This is an optimization exercise on Yosys and OpenROAD, whose aim is small area, not a production implementation.
The RTL was checked by simulation tests, not by an equivalence proof against the original design.
No activity file was given, so power comes from the tool's default toggle rates.

==> inputs of run a <==
Design top_level, start of the top module:
module top_level (
    input  wire         clk_100mhz,
    output logic [15:0] led,
    input  wire  [15:0] sw,
    input  wire  [ 4:0] btn,
    output logic        spk,
    output logic        aud_sd_n,
    input wire JA1
);
==> module divider, before the edit <==
module divider (
    input  wire         clk,
    input  wire         rst,
    input  wire  [ 3:0] freq_m,
    input  wire  [ 3:0] freq_s,
    output logic [21:0] period
);
  logic [5:0] phase;   
  logic       out_valid;
  logic [7:0] loaded;   
  logic [7:0] result;   
  always_ff @(posedge clk) begin
    if (rst) begin
      phase <= 6'd0;
      out_valid <= 1'b0;
    end else begin
      phase <= phase[5] ? 6'd0 : phase + 6'd1;
      out_valid <= phase[5];
    end
    if (!rst && phase == 6'd0) loaded <= {freq_m, freq_s};
    if (out_valid) result <= loaded;
  end
  logic [21:0] base;
  always_comb begin
    case (result[7:4])
      4'd0: base = 22'd3125000;
      4'd1: base = 22'd2941176;
      4'd2: base = 22'd2777777;
      4'd3: base = 22'd2631578;
      4'd4: base = 22'd2500000;
      4'd5: base = 22'd2380952;
      4'd6: base = 22'd2272727;
      4'd7: base = 22'd2173913;
      4'd8: base = 22'd2083333;
      4'd9: base = 22'd2000000;
      4'd10: base = 22'd1923076;
      4'd11: base = 22'd1851851;
      4'd12: base = 22'd1785714;
      4'd13: base = 22'd1724137;
      4'd14: base = 22'd1666666;
      default: base = 22'd1612903;
    endcase
  end
  assign period = base >> result[3:0];
endmodule   
==> module counter, before the edit <==
module counter #(
    parameter W = 32
) (
    input  wire          clk,
    input  wire          rst,
    input  wire  [W-1:0] last,
    output logic [W-1:0] count
);
  always_ff @(posedge clk) begin
    if ((count >= last) || rst) begin
      count <= 0;
    end else begin
      count <= count + 1;
    end
  end
endmodule
==> module top_level, before the edit <==
module top_level (
    input  wire         clk_100mhz,
    output logic [15:0] led,
    input  wire  [15:0] sw,
    input  wire  [ 4:0] btn,
    output logic        spk,
    output logic        aud_sd_n,
    input wire JA1
);
  assign aud_sd_n = 1'b1;   
  assign led[7:0] = sw[7:0];
  assign led[15] = 1'b0;
  logic sys_rst;
  assign sys_rst = btn[0];
  logic [3:0] freq_m;
  logic [3:0] freq_s;
  logic [3:0] shift_sw;   
  always_ff @(posedge clk_100mhz) begin
    freq_m   <= sw[15:12];
    freq_s   <= sw[11:8];
    shift_sw <= sw[7:4];
  end
  logic [21:0] wave_period;
  divider my_divide (
      .clk(clk_100mhz),
      .rst(sys_rst),
      .freq_m(freq_m),
      .freq_s(freq_s),
      .period(wave_period)
  );
  logic [21:0] square_count;
  counter #(
      .W(22)
  ) wave_count (
      .clk(clk_100mhz),
      .rst(sys_rst),
      .last(wave_period - 22'd1),
      .count(square_count)
  );
  logic square_state;
  logic impulse_approx;
  logic square_wave;
  always_ff @(posedge clk_100mhz) begin
    if (sys_rst) begin
      square_state <= 1'b0;
    end else begin
      square_state <= (square_count == 0) ^ square_state;
    end
    impulse_approx <= square_state && (square_count < 1000);
    square_wave <= square_state;
  end
  logic midi_valid;
  logic [6:0] midi_status;
  midi_receive my_midi_receiver (
      .clk(clk_100mhz),
      .rst(sys_rst),
      .din(JA1),
      .dout_valid(midi_valid),
      .status(midi_status)
  );
  always_ff @(posedge clk_100mhz) begin
    if (midi_valid) begin
      led[14:8] <= midi_status;
    end
  end
  logic [11:0] sample_cycle_count;
  counter #(
      .W(12)
  ) sampled_counter (
      .clk(clk_100mhz),
      .rst(sys_rst),
      .last(12'd2271),
      .count(sample_cycle_count)
  );
  logic [15:0] sin_sample;
  logic        sin_zero;
  sin_gen my_sin_gen (
      .clk(clk_100mhz),
      .rst(sys_rst),
      .freq_m(freq_m),
      .freq_s(freq_s),
      .cnt(sample_cycle_count),
      .sample(sin_sample),
      .sample_zero(sin_zero)
  );
  logic [15:0] sin_upsample;
  upsampler my_upsample (
      .clk(clk_100mhz),
      .rst(sys_rst),
      .sample_in(sin_sample),
      .sample_in_zero(sin_zero),
      .sample_in_valid(sw[0] && sample_cycle_count == 2),
      .sample_out(sin_upsample)
  );
  logic [15:0] sample_out;
  always_ff @(posedge clk_100mhz) begin
    sample_out <= sw[2] ? $signed(sin_upsample) >>> ~shift_sw : 16'sd0;
  end
  logic sin_wave;
  dlt_sig_dac_2nd_order ds_dac (
      .clk(clk_100mhz),
      .rst(sys_rst),
      .current_sample(sample_out),
      .audio_out(sin_wave)
  );
  logic spk_out;
  always_ff @(posedge clk_100mhz) begin
    case (sw[1:0])
      2'b00:   spk_out <= sw[2] ? square_wave : 1'b0;
      2'b01:   spk_out <= sw[2] ? impulse_approx : 1'b0;
      default: spk_out <= sin_wave;
    endcase
    spk <= spk_out;
  end
endmodule
make LEC_CHECK=0 CAP_MARGIN=20 CORE_MARGIN=2 CORE_UTILIZATION=40 SLEW_MARGIN=20 SYNTH_MEMORY_MAX_BITS=32768 finish   # period 14.0 ns
run.sh (not shown) runs the stock make flow with config.mk's settings and CLKGATE_MAP_FILE= SYNTH_SCRIPT=/design/flow/synth_recipe.tcl, a recipe that flattens the netlist after the stock synthesis.
==> run b (differences from run a) <==
--- a/flow/design.v
+++ b/flow/design.v
@@ -22,27 +22,9 @@
     if (!rst && phase == 6'd0) loaded <= {freq_m, freq_s};
     if (out_valid) result <= loaded;
   end
+  localparam logic [16*22-1:0] BASE = {22'd1612903, 22'd1666666, 22'd1724137, 22'd1785714, 22'd1851851, 22'd1923076, 22'd2000000, 22'd2083333, 22'd2173913, 22'd2272727, 22'd2380952, 22'd2500000, 22'd2631578, 22'd2777777, 22'd2941176, 22'd3125000};
   logic [21:0] base;
-  always_comb begin
-    case (result[7:4])
-      4'd0: base = 22'd3125000;
-      4'd1: base = 22'd2941176;
-      4'd2: base = 22'd2777777;
-      4'd3: base = 22'd2631578;
-      4'd4: base = 22'd2500000;
-      4'd5: base = 22'd2380952;
-      4'd6: base = 22'd2272727;
-      4'd7: base = 22'd2173913;
-      4'd8: base = 22'd2083333;
-      4'd9: base = 22'd2000000;
-      4'd10: base = 22'd1923076;
-      4'd11: base = 22'd1851851;
-      4'd12: base = 22'd1785714;
-      4'd13: base = 22'd1724137;
-      4'd14: base = 22'd1666666;
-      default: base = 22'd1612903;
-    endcase
-  end
+  assign base = BASE[22*result[7:4] +: 22];
   assign period = base >> result[3:0];
 endmodule   
 `default_nettype wire
@@ -53,14 +35,16 @@
 ) (
     input  wire          clk,
     input  wire          rst,
-    input  wire  [W-1:0] last,
+    input  wire  [W-1:0] period,
     output logic [W-1:0] count
 );
+  logic [W-1:0] next;
+  assign next = count + 1'b1;
   always_ff @(posedge clk) begin
-    if ((count >= last) || rst) begin
+    if ((next >= period) || rst) begin
       count <= 0;
     end else begin
-      count <= count + 1;
+      count <= next;
     end
   end
 endmodule
@@ -1237,7 +1221,7 @@
   ) wave_count (
       .clk(clk_100mhz),
       .rst(sys_rst),
-      .last(wave_period - 22'd1),
+      .period(wave_period),
       .count(square_count)
   );
   logic square_state;
@@ -1272,7 +1256,7 @@
   ) sampled_counter (
       .clk(clk_100mhz),
       .rst(sys_rst),
-      .last(12'd2271),
+      .period(12'd2272),
       .count(sample_cycle_count)
   );
   logic [15:0] sin_sample;
==> flow/flow/run.sh (new file) <==
#!/bin/bash
# Layout flow: the standard ORFS flow (standard.sh) with one change in
# synthesis: combinational logic is mapped with an area-oriented ABC script
# (flow/abc_area_map.script) instead of ORFS's delay-oriented one, and Yosys's
# early "abc -fast" inside synth is skipped (-noabc) so that the hand-built
# full-adder trees reach extract_fa as written.  Registers, their names and
# cell types are exactly those of the standard synthesis; floorplan,
# placement, routing and finishing are the standard ones.  Clock tree
# synthesis runs with the standard options plus -dont_use_dummy_load (no
# dummy load cells added to balance the tree).
set -euo pipefail
WORK=$(pwd)

# private copy of ORFS's scripts with the ABC script replaced
rm -rf "$WORK/scripts_area"
cp -r "$FLOW_HOME/scripts" "$WORK/scripts_area"
cp "$WORK/flow/abc_area_map.script" "$WORK/scripts_area/abc_speed.script"
cp "$WORK/flow/abc_area_map.script" "$WORK/scripts_area/abc_area.script"
export SCRIPTS_DIR="$WORK/scripts_area"
export SYNTH_OPERATIONS_ARGS="-noabc"
export CTS_ARGS="-sink_clustering_enable -repair_clock_nets -buf_list sky130_fd_sc_hd__clkbuf_4 -dont_use_dummy_load"

bash standard.sh synth > "$WORK/synth.log" 2>&1
bash standard.sh > "$WORK/layout.log" 2>&1
==> flow/flow/abc_area_map.script (new file) <==
strash
dc2
&get -n
&dch -f
&nf -R 1000
&put
strash
dc2
&get -n
&dch -f
&nf -R 1000
&put
topo
==> flow/standard.sh (new file) <==
#!/bin/bash
# synth_recipe.tcl (not shown) runs the flow's synth.tcl, then flattens the netlist and writes it again
# the make line also repeats each setting of config.mk as NAME=value (left out here)
make -C /OpenROAD-flow-scripts/flow DESIGN_CONFIG=/design/flow/config.mk WORK_HOME=/design/flow/orfs CLKGATE_MAP_FILE= SYNTH_SCRIPT=/design/flow/synth_recipe.tcl "${@:-finish}"
Settings changed: CAP_MARGIN 20 to 0, CORE_UTILIZATION 40 to 45, SLEW_MARGIN 20 to 0.
removed: flow/run.sh
==> run notes <==
| metric | run b | run a |
|---|---|---|
| Number of instances in the synthesized netlist | 5458 | 7222 |
| Synthesized cell area | 57790 µm² | 67460 µm² |
| Delay of the slowest cell on the worst path | 0.85 ns | 0.56 ns |
| Combinational power share | 25.4% | 31.8% |
| Gpl congestion | 1.205 | 1.108 |
| Largest net degree at the start of global routing | 95 | 127 |
| Length of the first detailed-routing pass in iterations | 9 | 7 |
| Status | failed layout checks | finished clean |
| Reasons for failing layout checks | max-capacitance violations | - |
| Fraction of area in multi-input gates | 40.36% | 43.15% |
| NumNets Final | 6557 | 7533 |
| Worst-path cell with the longest stage delay | sky130_fd_sc_hd__o22ai_1 | sky130_fd_sc_hd__or2_2 |
| Worst Setup SP | my_upsample.pend_addr[2]$_DFFE_PP_ | my_upsample.pend_addr[1]$_DFFE_PP_ |
| Critical path depth | 35 | 38 |
| Detailed-route wire length | 294200 µm | 287700 µm |
| Maximum number of buffers from clock root to sink | 4 | 3 |
| Comb pwr | 2.49 mW | 4.15 mW |
| Compound-Gate Fraction of Synth Area | 15.77% | 19.09% |
| Overall via count from detail_route | 50110 | 57530 |
| Final worst hold slack | 0.1592 ns | 0.2783 ns |
| Non-Filler Instances | 7755 | 9475 |

static timing again, ports no longer ideal:
How much do the figures lean on ideal ports? The routed layouts below were timed once more, with nothing changed but the port constraints.
Step 1 sets driving cells, clkbuf_16 on the clock port and buf_2 on the other inputs (assumed; they add their load-dependent delay and slew).
Step 2 also shifts input and output timing later by t, the mid clock arrival at the registers, as if the neighbouring blocks saw the same clock.
a / b / c = no drivers / after step 1 / after step 2; a / b = the first two.
run | t (ns) | setup WS [ns] | worst setup path at the end | latest minus earliest clock arrival (ns)
run a | 0.885 | 1.641 / 1.641 / 1.641 | register to register | 0.078 / 0.079
run b | 1.329 | 1.160 / 1.160 / 1.160 | register to register | 0.208 / 0.208
